What follows belongs to an exercise in optimizing a design on an open flow for small area, a short achievable clock period and few clock cycles per item; a production flow would make more cautious choices. In this exercise RTL edits were held to simulation tests only and were not proved equivalent to the original. Power is estimated from default activity; no workload was simulated.

**flow/design.v**
```verilog
module JAM (
    input CLK,
    input RST,
    output reg [2:0] W,
    output reg [2:0] J,
    input [6:0] Cost,
    output reg [3:0] MatchCount,
    output reg [9:0] MinCost,
    output Valid
);
reg [2:0] state_cs;
reg [2:0] state_ns;
reg [6:0] CostTable[7:0][7:0];  
reg [2:0] JOBS[7:0]; 
reg [3:0] changePoint;
reg [3:0] checkPoint; 
reg [3:0] counter;
reg [3:0] minIndex;
reg match;
localparam READ = 3'd0,WK = 3'd1,WK1 = 3'd2 ,WK2 = 3'd3,WK3 = 3'd4,WK4=3'd5,DONE = 3'd6,MATCHING = 3'd7;  
always @(posedge CLK ) begin
    if(RST)  state_cs <=READ;
    else state_cs <=state_ns;
end
always @(*) begin
    case (state_cs)
        READ:begin
            if(W==3'd7&&J==3'd7)
                state_ns = WK;
            else state_ns =READ;
        end
        WK:begin
            if(JOBS[7] > JOBS[6] ||JOBS[6] > JOBS[5] ||JOBS[5] > JOBS[4] ||JOBS[4] > JOBS[3] ||JOBS[3] > JOBS[2] ||JOBS[2] > JOBS[1] ||JOBS[1] > JOBS[0])
                state_ns = WK1;
            else if(match)state_ns = DONE;
            else state_ns = MATCHING;
        end
        WK1: state_ns = WK2;
        WK2:begin
            if(counter==3'd7)
                state_ns = WK3;
            else state_ns = WK2;
        end
        WK3: state_ns = WK4;
        WK4: state_ns = WK;
        MATCHING: state_ns = WK;
        DONE: state_ns = DONE;
        default: state_ns = READ;
    endcase
end
assign Valid = (state_cs==DONE)?1'b1:1'b0;
always @(posedge CLK) begin
    if (RST) begin
        W <= 3'd0;
        J <= 3'd0;
    end else if(state_cs==READ) begin
        if(J==3'd7)begin
            W <= W + 3'd1;
            J <= 3'd0;
        end   
        else J <= J + 3'd1;  
    end  
end
wire [7:0] tmp1 = CostTable[0][JOBS[0]] + CostTable[1][JOBS[1]];
wire [7:0] tmp2 = CostTable[2][JOBS[2]] + CostTable[3][JOBS[3]];
wire [7:0] tmp3 = CostTable[4][JOBS[4]] + CostTable[5][JOBS[5]];
wire [7:0] tmp4 = CostTable[6][JOBS[6]] + CostTable[7][JOBS[7]];
wire [8:0] tmp2_1 = tmp1 + tmp2;
wire [8:0] tmp2_2 = tmp3 + tmp4;
wire [9:0] sum = tmp2_1 + tmp2_2;
always @(posedge CLK ) begin
    if(RST)begin 
        MinCost <= 10'd1023;
        MatchCount <= 4'd0;
    end
    else if(state_cs==WK)begin
        if(!match)
            MinCost <= (sum < MinCost) ?sum:MinCost;
        else 
            MatchCount <= (sum == MinCost)?MatchCount+4'd1:MatchCount;
    end
end
always @(*) begin
    if(JOBS[7]>JOBS[6])
        changePoint = 3'd6;
    else if(JOBS[6]>JOBS[5])
        changePoint = 3'd5;
    else if(JOBS[5]>JOBS[4])
        changePoint = 3'd4;
    else if(JOBS[4]>JOBS[3])
        changePoint = 3'd3;
    else if(JOBS[3]>JOBS[2])
        changePoint = 3'd2;
    else if(JOBS[2]>JOBS[1])
        changePoint = 3'd1;
    else if(JOBS[1]>JOBS[0])
        changePoint = 3'd0;
    else changePoint = 3'd0;
end
always @(posedge CLK) begin
    if(RST)begin
        match <=1'b0;
        JOBS[0] <= 3'd0;
        JOBS[1] <= 3'd1;
        JOBS[2] <= 3'd2;
        JOBS[3] <= 3'd3;
        JOBS[4] <= 3'd4;
        JOBS[5] <= 3'd5;
        JOBS[6] <= 3'd6;
        JOBS[7] <= 3'd7;
    end
    else begin
        case (state_cs)
            READ:begin
                CostTable[W][J]<=Cost;
            end
            WK1:begin
                checkPoint <= changePoint;
                counter <=  changePoint + 3'd1;
                minIndex <= changePoint + 3'd1;
            end
            WK2:begin
                if(counter<3'd7)begin
                    if(JOBS[counter]>JOBS[counter + 3'd1]&&JOBS[counter + 3'd1]>JOBS[checkPoint])  
                        minIndex <= counter + 3'd1;
                    else minIndex <= minIndex;  
                    counter <= counter + 3'd1;        
                end
            end
            WK3:begin
                JOBS[checkPoint] <= JOBS[minIndex];
                JOBS[minIndex] <= JOBS[checkPoint];
            end
            WK4:begin
                case (checkPoint)
                    3'd0:begin
                        JOBS[1] <= JOBS[7];
                        JOBS[2] <= JOBS[6];
                        JOBS[3] <= JOBS[5];
                        JOBS[4] <= JOBS[4];
                        JOBS[5] <= JOBS[3];
                        JOBS[6] <= JOBS[2];
                        JOBS[7] <= JOBS[1];
                    end
                    3'd1:begin
                        JOBS[2] <= JOBS[7];
                        JOBS[3] <= JOBS[6];
                        JOBS[4] <= JOBS[5];
                        JOBS[5] <= JOBS[4];
                        JOBS[6] <= JOBS[3];
                        JOBS[7] <= JOBS[2];
                    end
                    3'd2:
                    begin
                        JOBS[3] <= JOBS[7];
                        JOBS[4] <= JOBS[6];
                        JOBS[5] <= JOBS[5];
                        JOBS[6] <= JOBS[4];
                        JOBS[7] <= JOBS[3];
                    end
                    3'd3:
                    begin
                        JOBS[4] <= JOBS[7];
                        JOBS[5] <= JOBS[6];
                        JOBS[6] <= JOBS[5];
                        JOBS[7] <= JOBS[4];
                    end
                    3'd4:
                    begin
                        JOBS[5] <= JOBS[7];
                        JOBS[6] <= JOBS[6];
                        JOBS[7] <= JOBS[5];
                    end
                    3'd5:
                    begin
                        JOBS[6] <= JOBS[7];
                        JOBS[7] <= JOBS[6];
                    end
                    3'd6:begin
                        JOBS[7] <= JOBS[7];
                    end
                endcase
            end
            MATCHING:begin
                match <= 1'b1;
                JOBS[0] <= 3'd0;
                JOBS[1] <= 3'd1;
                JOBS[2] <= 3'd2;
                JOBS[3] <= 3'd3;
                JOBS[4] <= 3'd4;
                JOBS[5] <= 3'd5;
                JOBS[6] <= 3'd6;
                JOBS[7] <= 3'd7;
            end
        endcase  
    end
end
endmodule
```
**flow/run.sh**
```bash
#!/bin/bash
# synth_recipe.tcl (not shown) runs the flow's synth.tcl, then flattens the netlist and writes it again
# the make line also repeats each setting of config.mk as NAME=value (left out here)
make -C /OpenROAD-flow-scripts/flow DESIGN_CONFIG=/design/flow/config.mk WORK_HOME=/design/flow/orfs CLKGATE_MAP_FILE= SYNTH_SCRIPT=/design/flow/synth_recipe.tcl finish
```
**flow/config.mk**
```make
export PLATFORM = sky130hd
export DESIGN_NAME = JAM
export DESIGN_NICKNAME = JAM
export VERILOG_FILES = /design/flow/design.v
export SDC_FILE = /design/flow/constraint.sdc
export NUM_CORES = 4
export LEC_CHECK = 0
export CAP_MARGIN = 20
export CORE_MARGIN = 2
export CORE_UTILIZATION = 40
export PLACE_DENSITY = 0.6
export SLEW_MARGIN = 20
```
**flow/constraint.sdc**
```tcl
create_clock -name core_clock -period 9.0 [get_ports {CLK}]
set_input_delay 1.8000 -clock core_clock [delete_from_list [all_inputs] [get_ports {CLK}]]
set_output_delay 1.8000 -clock core_clock [all_outputs]
set_load 0.01 [all_outputs]
```
==> run_results.csv, run 1 <==
group,metric,value,unit
layout,final_layout_size_suffix_gt1_share,18.1,%
placement,gp_congestion,0.919,
setup_path,path_cells,"buf_4 -> mux4_2 -> mux2i_1 -> fa_1 -> inv_1 -> fa_1 -> fa_1 -> inv_1 -> fa_1 -> inv_1 -> ha_1 -> a211oi_1 -> o21bai_1 -> a21oi_1 -> nor2b_1 -> o21ai_0 -> nand2_1 -> ha_1 -> o211ai_1 -> o31ai_4 -> mux2i_1 -> nand2_1",
placement,post-place-ws,1470,ps
pwr,ir_drop,0.000204,V
layout,n_antenna_cell,0,
cts,clkLatencyLatePin,620,ps
synthesis,syn_nets,1620,
setup_path,path_class,"reg2reg",
route,drtIter0Drc,1546,
synthesis,syn_inst,1516,
setup_path,cp_top_family,"adder cells",
pwr,power_density,226,nW/um^2
cts,numClockSinks,515,
setup_path,cp_slowest_cell,"edfxtp_1",
grt,antenna_found_initial,2,
grt,grt_pass1_vias,13820,
setup_path,start_kind,"flop",
route,vias,13676,
synthesis,synth_edf_count,482,
grt,grt_pass1_wl,91400,um
layout,seq_area,15100,um^2
setup_path,cp_data_required_time,9480,ps
worst_hold_path,worstHoldEndpoint,"MatchCount[3]",
synthesis,synth_seq_area_share,63.1,%
die,die_y,249,um
setup_path,critPathMaxStageDelay,710,ps
synthesis,synth_flop_cell,"edfxtp_1",
route,via_per_inst,5.76,
setup_path,crit_buf_inv,4,
job,cap_violations,0,
cts,clockBufferDepth,3,
synthesis,netlist_area,24000,um^2
route,first_pass_iters,6,
timing,slew_violations,0,
setup_path,critPathMaxFanout,13,
timing,finClkSkew,22.8,ps
setup_path,timing.rr.start,"JOBS[3][0]",
timing,slew_headroom,16.9,%
layout,fill_cells,5112,
setup_path,timing.rr.end,"MinCost[5]",
timing,fin_ws,1900,ps
pwr,p_leak,9.25,nW
die,die_w,249,um
synthesis,yosysWarnings,1,
setup_path,arrival,7580,ps
synthesis,synth-seq-cells,515,
timing,period_needed,7100,ps
die,core-area,59100,um^2
layout,syn_to_final_growth,11.8,%
cts,cts_resized,0,
timing,grt_setup_unrepaired,"no",
worst_hold_path,holdPathStages,2,
grt,grt_max_degree,65,
route,drc,0,
worst_hold_path,hp-class,"reg2reg",
cts,cts_buffers,54,
setup_path,endpoint_kind,"flop",
setup_path,reg2reg_depth,22,
run_status,status,"no timing/DRC/antenna violations",
timing,tightest_slew,1240,ps
route,wl,61200,um
placement,dpl.hpwl,40500,um
grt,track_usage,19.8,%
timing,hold_violations,0,
setup_path,r2r_slack,1900,ps
synthesis,syn_area_per_cell,15.8,um^2
layout,multi_input_area,8110,um^2
layout,nets,1660,
timing,finalSetupViolations,0,
route,routedWlPerCell,25.8,um
synthesis,async_flop_share,0,%
die,ios,30,
timing,fin_setup_tns,0,ps
setup_path,cpMostUsedCell,"fa_1",
synthesis,synth_cell_types,76,
layout,utilization,45.4,%
cts,root_buffer,"clkbuf_16",
grt,grt-ovfl-total,0,
cts,clk_pin_slew,60,ps
placement,io_buffers,29,
cts,cts_hold_buf,0,
die,die_area,62000,um^2
cts,post_cts_buffers,0,
cts,htreeDepth,2,
timing,fmax,0.141,GHz
cts,cts_tree,"built",
timing,timing.final.crit_share,78.8,%
route,antenna_left,0,
die,rows,89,
worst_hold_path,min-delay-start,"MatchCount[3]",
die,start_util,40.6,%
-- worst reg2reg max path, delay by kind of cell, from the launching register on --
| kind | cells | cell delay, ps |
|---|---|---|
| adders and majority gates | 6 | 2580 |
| muxes | 3 | 1250 |
| AOI/OAI and AO/OA | 6 | 1670 |
| buffers and inverters | 4 | 540 |
| and+or+nand+nor | 3 | 230 |
| DFF | 1 | 710 |
-- Yosys cell counts, types with 5 or more instances --
master,instances,area (um^2)
nor3_1,9,45.0
and2_1,7,43.8
mux4_2,131,2950
nor2b_1,11,68.8
edfxtp_1,482,14500
ha_1,54,676
inv_1,97,364
a22oi_1,7,52.6
nand2b_1,6,37.5
a211oi_1,9,67.6
a32oi_1,5,43.8
inv_2,7,26.3
o22ai_1,14,87.6
a21oi_1,36,180
o21ai_0,31,155
fa_1,41,821
o211ai_1,7,52.6
buf_1,12,45.0
dfxtp_1,33,661
nand4_1,9,56.3
nor2_1,127,477
nand3_1,17,85.1
nand2_1,128,480
a21o_1,5,37.5
clkbuf_1,31,116
buf_2,22,110
xor2_1,5,43.8
xnor2_1,6,52.6
and3_1,11,68.8
mux2_2,20,225
nand3b_1,6,45.0
mux2i_1,49,490
a31oi_1,11,68.8
mux4_1,5,131
-- layout by cell type, fill, tap and decap left out, types with 6 or more instances in the layout --
| master | synthesis | layout |
|---|---|---|
| dfxtp_1 | 33 | 33 |
| clkbuf_16 | 0 | 55 |
| fa_1 | 41 | 41 |
| mux2_2 | 20 | 20 |
| clkinv_2 | 0 | 6 |
| a211oi_1 | 9 | 9 |
| nand3b_1 | 6 | 6 |
| nand4_1 | 9 | 9 |
| a31oi_1 | 11 | 11 |
| o22ai_1 | 14 | 14 |
| buf_4 | 4 | 27 |
| clkdlybuf4s50_1 | 0 | 22 |
| and3_1 | 11 | 11 |
| mux4_2 | 131 | 131 |
| nor3_1 | 9 | 9 |
| inv_1 | 97 | 97 |
| nand3_1 | 17 | 17 |
| nor2b_1 | 11 | 11 |
| edfxtp_1 | 482 | 482 |
| o21ai_0 | 31 | 31 |
| inv_2 | 7 | 7 |
| nor2_1 | 127 | 127 |
| nand2b_1 | 6 | 6 |
| clkbuf_1 | 31 | 13 |
| a21oi_1 | 36 | 36 |
| nand2_1 | 128 | 128 |
| a22oi_1 | 7 | 7 |
| and2_1 | 7 | 7 |
| mux2i_1 | 49 | 49 |
| clkinv_1 | 1 | 15 |
| o211ai_1 | 7 | 7 |
| xnor2_1 | 6 | 6 |
| ha_1 | 54 | 54 |
-- kinds of logic (layout without fill, tap and decap cells) --
family                   count (synthesis)  after routing  synth area share, %
AND/OR/NAND/NOR                        356            356                 6.97
XOR/XNOR                                11             11                0.402
AO/OA/AOI/OAI                          152            152                 4.20
flip-flops                             515            515                 63.1
multiplexers                           207            207                 16.0
adder cells (fa/ha/maj)                 95             95                 6.24
buffers and inverters                  180            265                 3.13
-- area by class of cell --
class / instances / share of cell area, %
Sequential cell: 515 / 56.4
Clock inverter: 33 / 0.998
Tap cell: 773 / 3.61
Timing Repair Buffer: 59 / 1.95
Clock buffer: 68 / 5.31
Inverter: 105 / 1.47
Multi-Input combinational cell: 821 / 30.2
-- routing by layer --
| metal | vias up | part of all wire [%] | global-route usage, % |
|---|---|---|---|
| met3 | 120 | 8.1 | 3.91 |
| met2 | 650 | 46 | 31.0 |
| met1 | 7001 | 43 | 28.0 |
| met4 | 0 | 2.8 | 6.56 |
| li1 | 5905 | - | - |
| met5 | - | 0 | 0 |
-- power by group --
group	switching [W]	internal, W
sequential	0.0000612	0.00266
combinational	0.000714	0.000480
clock	0.000945	0.00121
total	0.00172	0.00436
-- per-stage QoR --
| step | total power (W) | area [um^2] | hold slack [ps] | std cells |
|---|---|---|---|---|
| after global placement | 0.00391 | 25000 | 500 | 2268 |
| after floorplan | 0.00355 | 24000 | 506 | 1516 |
| final | 0.00608 | 26800 | 522 | 2374 |
| after global routing | 0.00633 | 26800 | 568 | 2374 |
| after detailed placement | 0.00394 | 25100 | 515 | 2269 |
| after CTS | 0.00609 | 26800 | 530 | 2370 |
-- sequential cells by signal (all words and copies together), names as in the netlist, named ones only --
signal,cells
CostTable,448
J,3
JOBS,24
MatchCount,4
MinCost,10
W,3
checkPoint,3
counter,4
match,1
minIndex,3
state_cs,3
-- how the worst max path moves through the flow --
stage | start | to | slack (ps) | cells after the start
after floorplan | JOBS[3][1] | MinCost[4] | 2870 | 23
after global placement | JOBS[6][0] | MinCost[2] | 1460 | 21
after detailed placement | JOBS[6][0] | MinCost[5] | 1470 | 21
after CTS | JOBS[6][0] | MinCost[5] | 1410 | 21
after global routing | JOBS[0][0] | MinCost[4] | 1470 | 21
final | JOBS[3][0] | MinCost[5] | 1900 | 22
Testbench counts, summed over its fixed seeds: cycles 5,533,992, jobs 12.
==> run 2, diff against run 1 <==
==> flow/design.v (replaced) <==
module JAM (
    input CLK,
    input RST,
    output reg [2:0] W,
    output reg [2:0] J,
    input [6:0] Cost,
    output reg [3:0] MatchCount,
    output reg [9:0] MinCost,
    output Valid
);
localparam S_COL = 2'd0, S_ROW = 2'd1, S_SRCH = 2'd2, S_DONE = 2'd3;
reg  [1:0]  st;
reg  [55:0] v;         
reg  [55:0] u;         
reg  [6:0]  rmin;      
reg  [7:0]  used;      
reg  [69:0] P;         
reg  [20:0] jstk;      
reg  [9:0]  best;
reg         found;
reg         popm;      
reg  [1:0]  pass;
assign Valid = (st == S_DONE);
function [3:0] next_free;
    input [7:0] m;
    input [3:0] a;
    integer i;
    begin
        next_free = 4'd8;
        for (i = 7; i >= 0; i = i - 1)
            if (!m[i] && (a == 4'd8 || i > a)) next_free = i[3:0];
    end
endfunction
wire [6:0] vj = v[J*7 +: 7];
wire [6:0] uk = u[W*7 +: 7];
wire [6:0] cv = Cost - vj;
wire [6:0] cmin = (cv < rmin) ? cv : rmin;
wire [6:0] ccol = (Cost < rmin) ? Cost : rmin;
wire [6:0] r = cv - uk;
wire [9:0] pk = (W == 3'd0) ? 10'd0 : P[(W-1)*10 +: 10];
wire [9:0] s = pk + {3'd0, r};
wire [3:0] nsib = next_free(used, {1'b0, J});                
wire [7:0] used_push = used | (8'd1 << J);
wire [3:0] nchild = next_free(used_push, 4'd8);              
wire [2:0] km1 = W - 3'd1;
wire [2:0] pj = jstk[km1*3 +: 3];
wire [3:0] npar = next_free(used, {1'b0, pj});               
wire leaf = (W == 3'd7);
wire take = !popm && !leaf && (s <= best);
wire need_pop = popm || leaf || (!take && nsib[3]);
always @(posedge CLK) begin
    if (RST) begin
        st <= S_COL;
        W <= 3'd0;
        J <= 3'd0;
        MinCost <= 10'd0;
        MatchCount <= 4'd0;
    end else begin
        case (st)
        S_COL: begin
            if (W == 3'd7) begin
                v[J*7 +: 7] <= (W == 3'd0) ? Cost : ccol;
                MinCost <= MinCost + {3'd0, ccol};
                W <= 3'd0;
                J <= J + 3'd1;
                if (J == 3'd7) st <= S_ROW;
            end else begin
                rmin <= (W == 3'd0) ? Cost : ccol;
                W <= W + 3'd1;
            end
        end
        S_ROW: begin
            if (J == 3'd7) begin
                u[W*7 +: 7] <= cmin;
                MinCost <= MinCost + {3'd0, cmin};
                J <= 3'd0;
                W <= W + 3'd1;
                if (W == 3'd7) begin
                    st <= S_SRCH;
                    used <= 8'd0;
                    best <= 10'd15;
                    found <= 1'b0;
                    popm <= 1'b0;
                    pass <= 2'd0;
                    MatchCount <= 4'd0;
                end
            end else begin
                rmin <= (J == 3'd0) ? cv : cmin;
                J <= J + 3'd1;
            end
        end
        S_SRCH: begin
            if (leaf && !popm) begin
                if (s < best) begin
                    best <= s;
                    MatchCount <= 4'd1;
                    found <= 1'b1;
                end else if (s == best) begin
                    MatchCount <= MatchCount + 4'd1;
                    found <= 1'b1;
                end
            end
            if (take) begin
                jstk[W*3 +: 3] <= J;
                used <= used_push;
                P[W*10 +: 10] <= s;
                W <= W + 3'd1;
                J <= nchild[2:0];
            end else if (!need_pop) begin
                J <= nsib[2:0];
            end else if (W != 3'd0) begin
                used[pj] <= 1'b0;
                W <= km1;
                if (!npar[3]) begin
                    J <= npar[2:0];
                    popm <= 1'b0;
                end else begin
                    popm <= 1'b1;
                end
            end else if (found) begin
                MinCost <= MinCost + best;
                st <= S_DONE;
            end else begin
                pass <= pass + 2'd1;
                best <= (pass == 2'd0) ? 10'd31 : (pass == 2'd1) ? 10'd63 : 10'd1023;
                J <= 3'd0;
                used <= 8'd0;
                popm <= 1'b0;
                MatchCount <= 4'd0;
            end
        end
        default: ;
        endcase
    end
end
endmodule
==> run 2 against run 1 <==
Compared with the run above: combinational power is 63% higher; synthesized cell count is 35% higher; still clean on timing, DRC and antenna; clock-buffer cell count is 25 lower; non-clock buffer count is 33 higher; first-iteration DRC count is 47% higher; utilization is 0.28 points lower; via count is 26% higher; hold slack worse by 29 ps.
==> run_results.csv, run 2 <==
group,metric,value,unit
timing,grt_setup_unrepaired,"no",
route,first_pass_iters,7,
synthesis,async_flop_share,0,%
synthesis,yosysWarnings,1,
die,rows,79,
layout,instances_no_fill,2679,
pwr,p_int,0.00259,W
route,vias,17190,
synthesis,synth_flop_cell,"edfxtp_1",
layout,nets,2152,
setup_path,cp_data_required_time,9520,ps
route,routedWlPerCell,24.5,um
layout,largest_reg_flops,70,
die,start_util,40.4,%
grt,grt_pass1_wl,100000,um
synthesis,synth_cell_types,86,
route,via_per_inst,6.42,
pwr,power.total,0.00441,W
route,drc,0,
setup_path,critPathMaxFanout,23,
run_status,status,"no timing/DRC/antenna violations",
cts,clk_pin_slew,70,ps
timing,period_needed,8450,ps
timing,hold_violations,0,
layout,fill_cells,4507,
synthesis,synth_common_cells,"nand2_1, edfxtp_1, o21ai_0",
setup_path,path_class,"reg2reg",
cts,cts_tree,"built",
layout,final_common_cell,"nand2_1",
timing,timing.final.crit_share,93.9,%
pwr,p_leak,7.75,nW
timing,finClkSkew,20.3,ps
layout,final_layout_size_suffix_gt1_share,10.4,%
grt,grt-ovfl-total,0,
die,die_area,48700,um^2
synthesis,yosysTopAreaCell,"edfxtp_1",
layout,n_antenna_cell,0,
setup_path,start_kind,"flop",
setup_path,cp_slowest_cell,"mux4_2",
timing,slew_headroom,20.9,%
die,die_y,221,um
cts,root_buffer,"clkbuf_16",
die,core-area,46500,um^2
setup_path,critPathMaxStageDelay,500,ps
synthesis,netlist_area,18800,um^2
synthesis,syn_inst,2046,
synthesis,netlist_top_cells_area,"edfxtp_1, nand2_1, ha_1",
timing,slew_violations,0,
timing,timing.hold.ws,493,ps
layout,multi_input_area,10700,um^2
cts,clkLatencyLatePin,590,ps
placement,dp.cells,2619,
pwr,seq_power_share,29.4,%
layout,syn_to_final_growth,11.5,%
pwr,comb_power_share,44.0,%
placement,dpl.hpwl,47200,um
layout,seq_area,7410,um^2
grt,track_usage,26.8,%
die,die_w,221,um
route,wl,65800,um
placement,gp_congestion,0.952,
route,drtIter0Drc,2279,
die,ios,30,
synthesis,syn_area_per_cell,9.18,um^2
pwr,swShare,41.3,%
pwr,ir_drop,0.000157,V
timing,fmax,0.118,GHz
timing,finalSetupViolations,0,
layout,final_cell_mix,"nand2_1, edfxtp_1, o21ai_0, nor2_1, a21oi_1",
pwr,power_frac_clock,26.5,%
timing,tightest_slew,1180,ps
setup_path,cpMostUsedCell,"inv_1",
cts,cts_buffers,31,
cts,clockBufferDepth,3,
grt,antenna_found_initial,0,
synthesis,synth_edf_count,232,
cts,htreeDepth,1,
synthesis,synth.most_common_cell,"nand2_1",
synthesis,synth.top_cell.area_share,37.1,%
layout,top_register,"P",
placement,io_buffers,29,
job,cap_violations,0,
synthesis,syn_nets,2150,
pwr,power_density,211,nW/um^2
setup_path,crit_buf_inv,5,
worst_hold_path,hp-class,"reg2reg",
cts,numClockSinks,254,
setup_path,endpoint_kind,"flop",
synthesis,synth-seq-cells,254,
pwr,switchingPower,0.00182,W
setup_path,cp_top_family,"simple AND/OR/NAND/NOR gates",
grt,grt_pass1_vias,16056,
route,antenna_left,0,
layout,reg_top3,"P (70), u (56), v (56)",
synthesis,synth_seq_area_share,39.4,%
setup_path,arrival,8980,ps
grt,grt_max_degree,92,
-- run 2: changes by cell type after synthesis, sizes merged, moves of 43 or more --
cell / previous run / this run
edfxtp: 482 / 232
nand2: 128 / 331
mux4: 136 / 36
clkbuf: 33 / 76
o21ai: 33 / 245
a21oi: 36 / 116
-- run 2: cell families (layout without fill, tap and decap cells) --
family	Yosys count	in the layout	synth area share, %
muxes	125	125	9.23
DFF	254	254	39.4
buffers and inverters	204	230	4.43
and+or+nand+nor	683	683	16.2
xor gates and xnor gates	33	33	1.78
AOI/OAI and AO/OA	652	652	22.4
adders and majority gates	95	95	6.53
-- run 2: per-layer routing --
metal | share of wire (%) | routed length, um | track usage (%)
met1 | 45 | 29600 | 40.6
met2 | 42 | 27500 | 38.6
met3 | 11 | 7060 | 5.51
met5 | 0 | 0 | 0
met4 | 2.5 | 1630 | 6.64
-- run 2: worst min-delay path: stages, from the launching register on --
cell and delay, ps:
dfxtp_1 320, o21ai_0 70, a21oi_1 60
-- run 2: power groups by stage --
stage	sequential (W)	clock (W)	combinational [W]
5_1_grt	0.00130	0.00123	0.00207
4_1_cts	0.00130	0.00118	0.00187
3_3_place_gp	0.00132	0	0.00186
3_5_place_dp	0.00132	0	0.00186
2_1_floorplan	0.00132	0	0.00129
6_report	0.00130	0.00117	0.00194
-- run 2: repair_timing --
item,CTS,global route
resized for setup,0,3
endpoints found under the setup margin,0,69
setup buffers,0,3
hold buffers,0,0
-- run 2: final timing paths --
| path | startpoint | to | slack, ps | cells past startpoint |
|---|---|---|---|---|
| worst min-delay path | MinCost[9] | MinCost[9] | 490 | 2 |
| worst min register to register | MinCost[9] | MinCost[9] | 490 | 2 |
| worst max register to register | W[1] | MatchCount[2] | 550 | 36 |
| worst max-delay path | W[1] | MatchCount[2] | 550 | 36 |
-- run 2: layout make-up --
class / count / share of cell area [%]
repair buffers: 92 / 3.82
multi-input cells: 1588 / 51.3
clock inverters: 14 / 0.370
clock buffers: 43 / 4.01
inverters: 81 / 1.48
flip-flops and latches: 254 / 35.4
well taps: 607 / 3.63
-- run 2: stage by stage --
stage	worst slack, ps	instance area (um^2)	utilization [%]	TNS (ps)
after floorplan	-73.4	19100	-	-6680
after global placement	206	20000	43.0	0
after detailed placement	152	20000	43.0	0
after CTS	328	20900	45.0	0
after global routing	77.4	20900	45.1	0
final	545	20900	45.1	0
Testbench counts of run 2, summed over its fixed seeds: cycles 6,124, jobs 12.

afterwards: timing with drivers on the ports:
In the flow no input, the clock included, has a driving cell. The finished layouts below were timed again as built, in two steps. Step 1, drivers: a clkbuf_16 drives CLK and a buf_2 each remaining input, both assumed. Step 2 times the ports against the registers' clock, not the clock port: input delays grow and output delays shrink by t, the midpoint of the rising clock arrivals with the driver on. a / b / c = ideal / step 1 / step 2; a / b = the first two.
run | shift t [ns] | slack for setup (ns) | hold WS [ns] | latest minus earliest clock arrival (ns)
run 1 | 0.663 | 1.904 / 1.904 / 1.904 | 0.522 / 0.522 / 0.522 | 0.023 / 0.023
run 2 | 0.638 | 0.545 / 0.545 / 0.497 | 0.493 / 0.493 / 0.493 | 0.020 / 0.020
After both steps setup and hold are still met in every run listed. For run 2, which loses most, drivers alone change the setup slack by 0.000 ns; drivers and shift together by -0.048 ns.
